Source: an optimization exercise on an open RTL-to-GDS flow (aim: small area). Production flows keep margins and buffers that such runs may drop.
At most, simulation tests tie the RTL to the original design; equivalence was not proved.
No activity file was given, so power comes from the tool's default toggle rates.

lane 1:
==> module timebase, before the edit <==
module timebase (
    input  logic clk,
    input  logic rst,
    input  logic clr,
    output logic tick,
    output logic bst
);
  localparam logic [7:0] LO_TT = 8'd179;    
  localparam logic [7:0] HI_TT = 8'd93;     
  localparam logic [5:0] LO_POL = 6'b101010;
  localparam logic [9:0] HI_POL = 10'b1010101010;
  logic [5:0] lo, lo_q;
  logic       ph, prev;
  logic [9:0] hi, hi_q;
  assign lo = lo_q ^ LO_POL;
  assign hi = hi_q ^ HI_POL;
  logic lo_fb, hi_fb, lo49, lo0, hi500;
  assign lo_fb = lo[5] ^ LO_TT[{lo[3], lo[1], lo[0]}];
  assign hi_fb = hi[9] ^ HI_TT[{hi[6], hi[4], hi[1]}];
  assign lo49  = ~lo[0] & ~lo[1] & ~lo[3] & ~lo[4] & lo[5];           
  assign lo0   = ~lo[0] & ~lo[1] & ~lo[2] & ~lo[4] & ~lo[5];          
  assign hi500 = hi == 10'b1000100001;                                
  always_ff @(posedge clk) begin
    if (rst) begin
      lo_q <= LO_POL;
      ph <= 1'b0;
      hi_q <= HI_POL;
      bst <= 1'b0;
    end else begin
      lo_q <= {lo[4:0], lo_fb} ^ LO_POL;
      if (lo49) ph <= ~ph;
      if (lo49 & ph) hi_q <= {hi[8:0], hi_fb} ^ HI_POL;
      if (hi500 & lo0 & ~ph) bst <= ~bst;
    end
  end
  always_ff @(posedge clk) prev <= ~clr & ph;
  assign tick = ph & ~prev;
endmodule
==> module tm_counter, before the edit <==
module tm_counter (
    input  logic clk,
    input  logic clr,
    input  logic tick,
    input  logic mode_sw,
    input  logic inc_sw,
    input  logic start,
    input  logic stop,
    input  logic inc_min,
    input  logic inc_sec,
    output logic [5:0] sec,
    output logic [5:0] min,
    output logic blink
);
  localparam logic [7:0] MS_TT = 8'd93;
  logic       run, set_t, ps, pm;
  logic [9:0] ms;
  logic ms_fb, ms0, sec0, min0, sec60, min_ge60, up, t_ev, es, em;
  logic sdn, sup, min_dec, min_inc, min_59;
  assign ms_fb    = ms[9] ^ MS_TT[{ms[6], ms[4], ms[1]}];
  assign ms0      = ms == 10'd0;
  assign sec0     = sec == 6'd0;
  assign min0     = min == 6'd0;
  assign sec60    = sec[5] & sec[4] & sec[3] & sec[2];    
  assign min_ge60 = min[5] & min[4] & min[3] & min[2];
  assign up   = inc_sw & ~run;                       
  assign t_ev = tick & ~mode_sw & run;
  assign es   = ~tick & inc_sec & ~ps;
  assign em   = ~tick & inc_min & ~pm & ~(inc_sec & ~ps);
  assign sdn  = (t_ev & ms0) | (es & ~up);           
  assign sup  = es & up;                             
  assign min_dec = (sdn & sec0 & ~min0) | (em & ~up & ~min0);
  assign min_inc = (sup & sec60) | (em & up & ~min_ge60);
  assign min_59  = em & ~up & min0;
  logic sec_en, min_en;
  logic [5:0] sec_t, min_t, sec_c, min_c;
  assign sec_en = (sdn & ~sec0) | (sup & ~sec60);
  assign min_en = min_dec | min_inc;
  assign sec_c = sec ^ {6{~up}};
  assign min_c = min ^ {6{~up}};
  assign sec_t = {sec_en & (&sec_c[4:0]), sec_en & (&sec_c[3:0]), sec_en & (&sec_c[2:0]),
                  sec_en & (&sec_c[1:0]), sec_en & sec_c[0], sec_en};
  assign min_t = {min_en & (&min_c[4:0]), min_en & (&min_c[3:0]), min_en & (&min_c[2:0]),
                  min_en & (&min_c[1:0]), min_en & min_c[0], min_en};
  always_ff @(posedge clk) begin
    if (clr) begin
      run <= 1'b0;
      set_t <= 1'b0;
      ms <= 10'd0;
      sec <= 6'd0;
      min <= 6'd0;
      ps <= 1'b0;
      pm <= 1'b0;
    end else begin
      if (start) begin
        if (set_t) run <= 1'b1;
      end else if (stop) run <= 1'b0;
      else if (inc_min || inc_sec) set_t <= 1'b1;
      if (t_ev & ~(ms0 & sec0 & min0)) ms <= {ms[8:0], ms_fb};
      if (sdn & sec0 & ~min0) sec <= 6'd59;
      else if (sup & sec60) sec <= 6'd0;
      else sec <= sec ^ sec_t;
      if (min_59) min <= 6'd59;
      else min <= min ^ min_t;
      if (!tick) begin
        ps <= inc_sec;
        pm <= inc_min;
      end
    end
  end
  always_ff @(posedge clk) begin
    if (min0 && sec0) blink <= set_t;
    else if (clr | start | stop | inc_min | inc_sec) blink <= 1'b0;
  end
endmodule
==> flow/config.mk <==
export PLATFORM = sky130hd
export DESIGN_NAME = top
export DESIGN_NICKNAME = top
export VERILOG_FILES = /design/flow/design.v
export SDC_FILE = /design/flow/constraint.sdc
export NUM_CORES = 4
export LEC_CHECK = 0
export CAP_MARGIN = 20
export CORE_MARGIN = 2
export CORE_UTILIZATION = 75
export SLEW_MARGIN = 20
export CTS_ARGS = -sink_clustering_enable -repair_clock_nets -dont_use_dummy_load -buf_list "sky130_fd_sc_hd__clkbuf_4 sky130_fd_sc_hd__clkbuf_8"
export BUFFER_PORTS_ARGS = -buffer_cell sky130_fd_sc_hd__buf_1
==> flow/constraint.sdc <==
create_clock -name core_clock -period 10.0 [get_ports {clk}]
set_input_delay 2.0000 -clock core_clock [delete_from_list [all_inputs] [get_ports {clk}]]
set_output_delay 2.0000 -clock core_clock [all_outputs]
set_load 0.01 [all_outputs]
standard.sh (not shown) runs the stock make flow with config.mk's settings and CLKGATE_MAP_FILE= SYNTH_SCRIPT=/design/flow/synth_recipe.tcl, a recipe that flattens the netlist after the stock synthesis.
==> flow/flow/run.sh <==
#!/bin/bash
# Own flow: the standard layout, with clock tree synthesis told not to add
# dummy loads and smaller port buffers.  Each tool's output goes to its own log.
set -euo pipefail
cat >> config.mk <<'EOC'
export CTS_ARGS = -sink_clustering_enable -repair_clock_nets -dont_use_dummy_load -buf_list "sky130_fd_sc_hd__clkbuf_4 sky130_fd_sc_hd__clkbuf_8"
export BUFFER_PORTS_ARGS = -buffer_cell sky130_fd_sc_hd__buf_1
EOC
bash standard.sh > standard_flow.log 2>&1
Lane 1 has completed all stages; timing, DRC and antenna checks passed.
Setup changes, lane 1 to lane 2
--- a/flow/design.v
+++ b/flow/design.v
@@ -84,33 +84,29 @@
     output logic tick,
     output logic bst
 );
   localparam logic [7:0] LO_TT = 8'd179;    
   localparam logic [7:0] HI_TT = 8'd93;     
-  localparam logic [5:0] LO_POL = 6'b101010;
-  localparam logic [9:0] HI_POL = 10'b1010101010;
-  logic [5:0] lo, lo_q;
+  logic [5:0] lo;
   logic       ph, prev;
-  logic [9:0] hi, hi_q;
-  assign lo = lo_q ^ LO_POL;
-  assign hi = hi_q ^ HI_POL;
+  logic [9:0] hi;
   logic lo_fb, hi_fb, lo49, lo0, hi500;
   assign lo_fb = lo[5] ^ LO_TT[{lo[3], lo[1], lo[0]}];
   assign hi_fb = hi[9] ^ HI_TT[{hi[6], hi[4], hi[1]}];
   assign lo49  = ~lo[0] & ~lo[1] & ~lo[3] & ~lo[4] & lo[5];           
   assign lo0   = ~lo[0] & ~lo[1] & ~lo[2] & ~lo[4] & ~lo[5];          
   assign hi500 = hi == 10'b1000100001;                                
   always_ff @(posedge clk) begin
     if (rst) begin
-      lo_q <= LO_POL;
+      lo <= 6'd0;
       ph <= 1'b0;
-      hi_q <= HI_POL;
+      hi <= 10'd0;
       bst <= 1'b0;
     end else begin
-      lo_q <= {lo[4:0], lo_fb} ^ LO_POL;
+      lo <= {lo[4:0], lo_fb};
       if (lo49) ph <= ~ph;
-      if (lo49 & ph) hi_q <= {hi[8:0], hi_fb} ^ HI_POL;
+      if (lo49 & ph) hi <= {hi[8:0], hi_fb};
       if (hi500 & lo0 & ~ph) bst <= ~bst;
     end
   end
   always_ff @(posedge clk) prev <= ~clr & ph;
   assign tick = ph & ~prev;
@@ -200,10 +196,11 @@
   localparam logic [7:0] MS_TT = 8'd93;
   logic       run, set_t, ps, pm;
   logic [9:0] ms;
   logic ms_fb, ms0, sec0, min0, sec60, min_ge60, up, t_ev, es, em;
   logic sdn, sup, min_dec, min_inc, min_59;
+  logic [5:0] sec_pm, min_pm;
   assign ms_fb    = ms[9] ^ MS_TT[{ms[6], ms[4], ms[1]}];
   assign ms0      = ms == 10'd0;
   assign sec0     = sec == 6'd0;
   assign min0     = min == 6'd0;
   assign sec60    = sec[5] & sec[4] & sec[3] & sec[2];    
@@ -215,20 +212,12 @@
   assign sdn  = (t_ev & ms0) | (es & ~up);           
   assign sup  = es & up;                             
   assign min_dec = (sdn & sec0 & ~min0) | (em & ~up & ~min0);
   assign min_inc = (sup & sec60) | (em & up & ~min_ge60);
   assign min_59  = em & ~up & min0;
-  logic sec_en, min_en;
-  logic [5:0] sec_t, min_t, sec_c, min_c;
-  assign sec_en = (sdn & ~sec0) | (sup & ~sec60);
-  assign min_en = min_dec | min_inc;
-  assign sec_c = sec ^ {6{~up}};
-  assign min_c = min ^ {6{~up}};
-  assign sec_t = {sec_en & (&sec_c[4:0]), sec_en & (&sec_c[3:0]), sec_en & (&sec_c[2:0]),
-                  sec_en & (&sec_c[1:0]), sec_en & sec_c[0], sec_en};
-  assign min_t = {min_en & (&min_c[4:0]), min_en & (&min_c[3:0]), min_en & (&min_c[2:0]),
-                  min_en & (&min_c[1:0]), min_en & min_c[0], min_en};
+  assign sec_pm = up ? sec + 6'd1 : sec - 6'd1;
+  assign min_pm = up ? min + 6'd1 : min - 6'd1;
   always_ff @(posedge clk) begin
     if (clr) begin
       run <= 1'b0;
       set_t <= 1'b0;
       ms <= 10'd0;
@@ -240,15 +229,18 @@
       if (start) begin
         if (set_t) run <= 1'b1;
       end else if (stop) run <= 1'b0;
       else if (inc_min || inc_sec) set_t <= 1'b1;
       if (t_ev & ~(ms0 & sec0 & min0)) ms <= {ms[8:0], ms_fb};
-      if (sdn & sec0 & ~min0) sec <= 6'd59;
-      else if (sup & sec60) sec <= 6'd0;
-      else sec <= sec ^ sec_t;
-      if (min_59) min <= 6'd59;
-      else min <= min ^ min_t;
+      if (sdn) begin
+        if (!sec0) sec <= sec_pm;
+        else if (!min0) sec <= 6'd59;
+      end else if (sup) begin
+        sec <= sec60 ? 6'd0 : sec_pm;
+      end
+      if (min_dec | min_inc) min <= min_pm;
+      else if (min_59) min <= 6'd59;
       if (!tick) begin
         ps <= inc_sec;
         pm <= inc_min;
       end
     end
--- outcome ---
Power after layout across lane 1 and lane 2: no real change.
Delta (lane 2 minus lane 1): worst setup slack saw an increase, width of the die saw an increase.
Cmp lane 2 vs lane 1: slew at the pin closest to its max-slew limit higher in lane 2
Switching component of the power across lane 1 and lane 2: no real change.
Re fraction of the mapped netlist area in adder cells: lane 1 and lane 2 aren't equal, and the higher value belongs to lane 2.
For lane 1, only the layout was checked, not whether the RTL still works.

## separate check: timing with driven ports
How much do the figures lean on ideal ports? The routed layouts below were timed once more, with nothing changed but the port constraints.
Step 1 assumes that a clkbuf_16 drives the clock port and a buf_2 every other input.
Step 2 adds t to the input delays and takes it off the output delays; t is the mean of the earliest and latest rising clock arrival at the registers after step 1. Input paths then give back, and output paths get back, about the clock's delay inside the block.
a / b / c = ideal / step 1 / step 2; a / b = the first two.
run | shift t [ns] | setup WS [ns] | worst setup path at the end | worst slew at a driven data input, ns
lane 1 | 0.443 | 5.866 / 5.866 / 5.423 | input to register | 0.05
lane 2 | 0.450 | 5.994 / 5.992 / 5.542 | input to register | 0.04
After both steps setup and hold are still met in every run listed. For lane 2, which loses most, drivers alone change the setup slack by -0.002 ns; drivers and shift together by -0.452 ns.
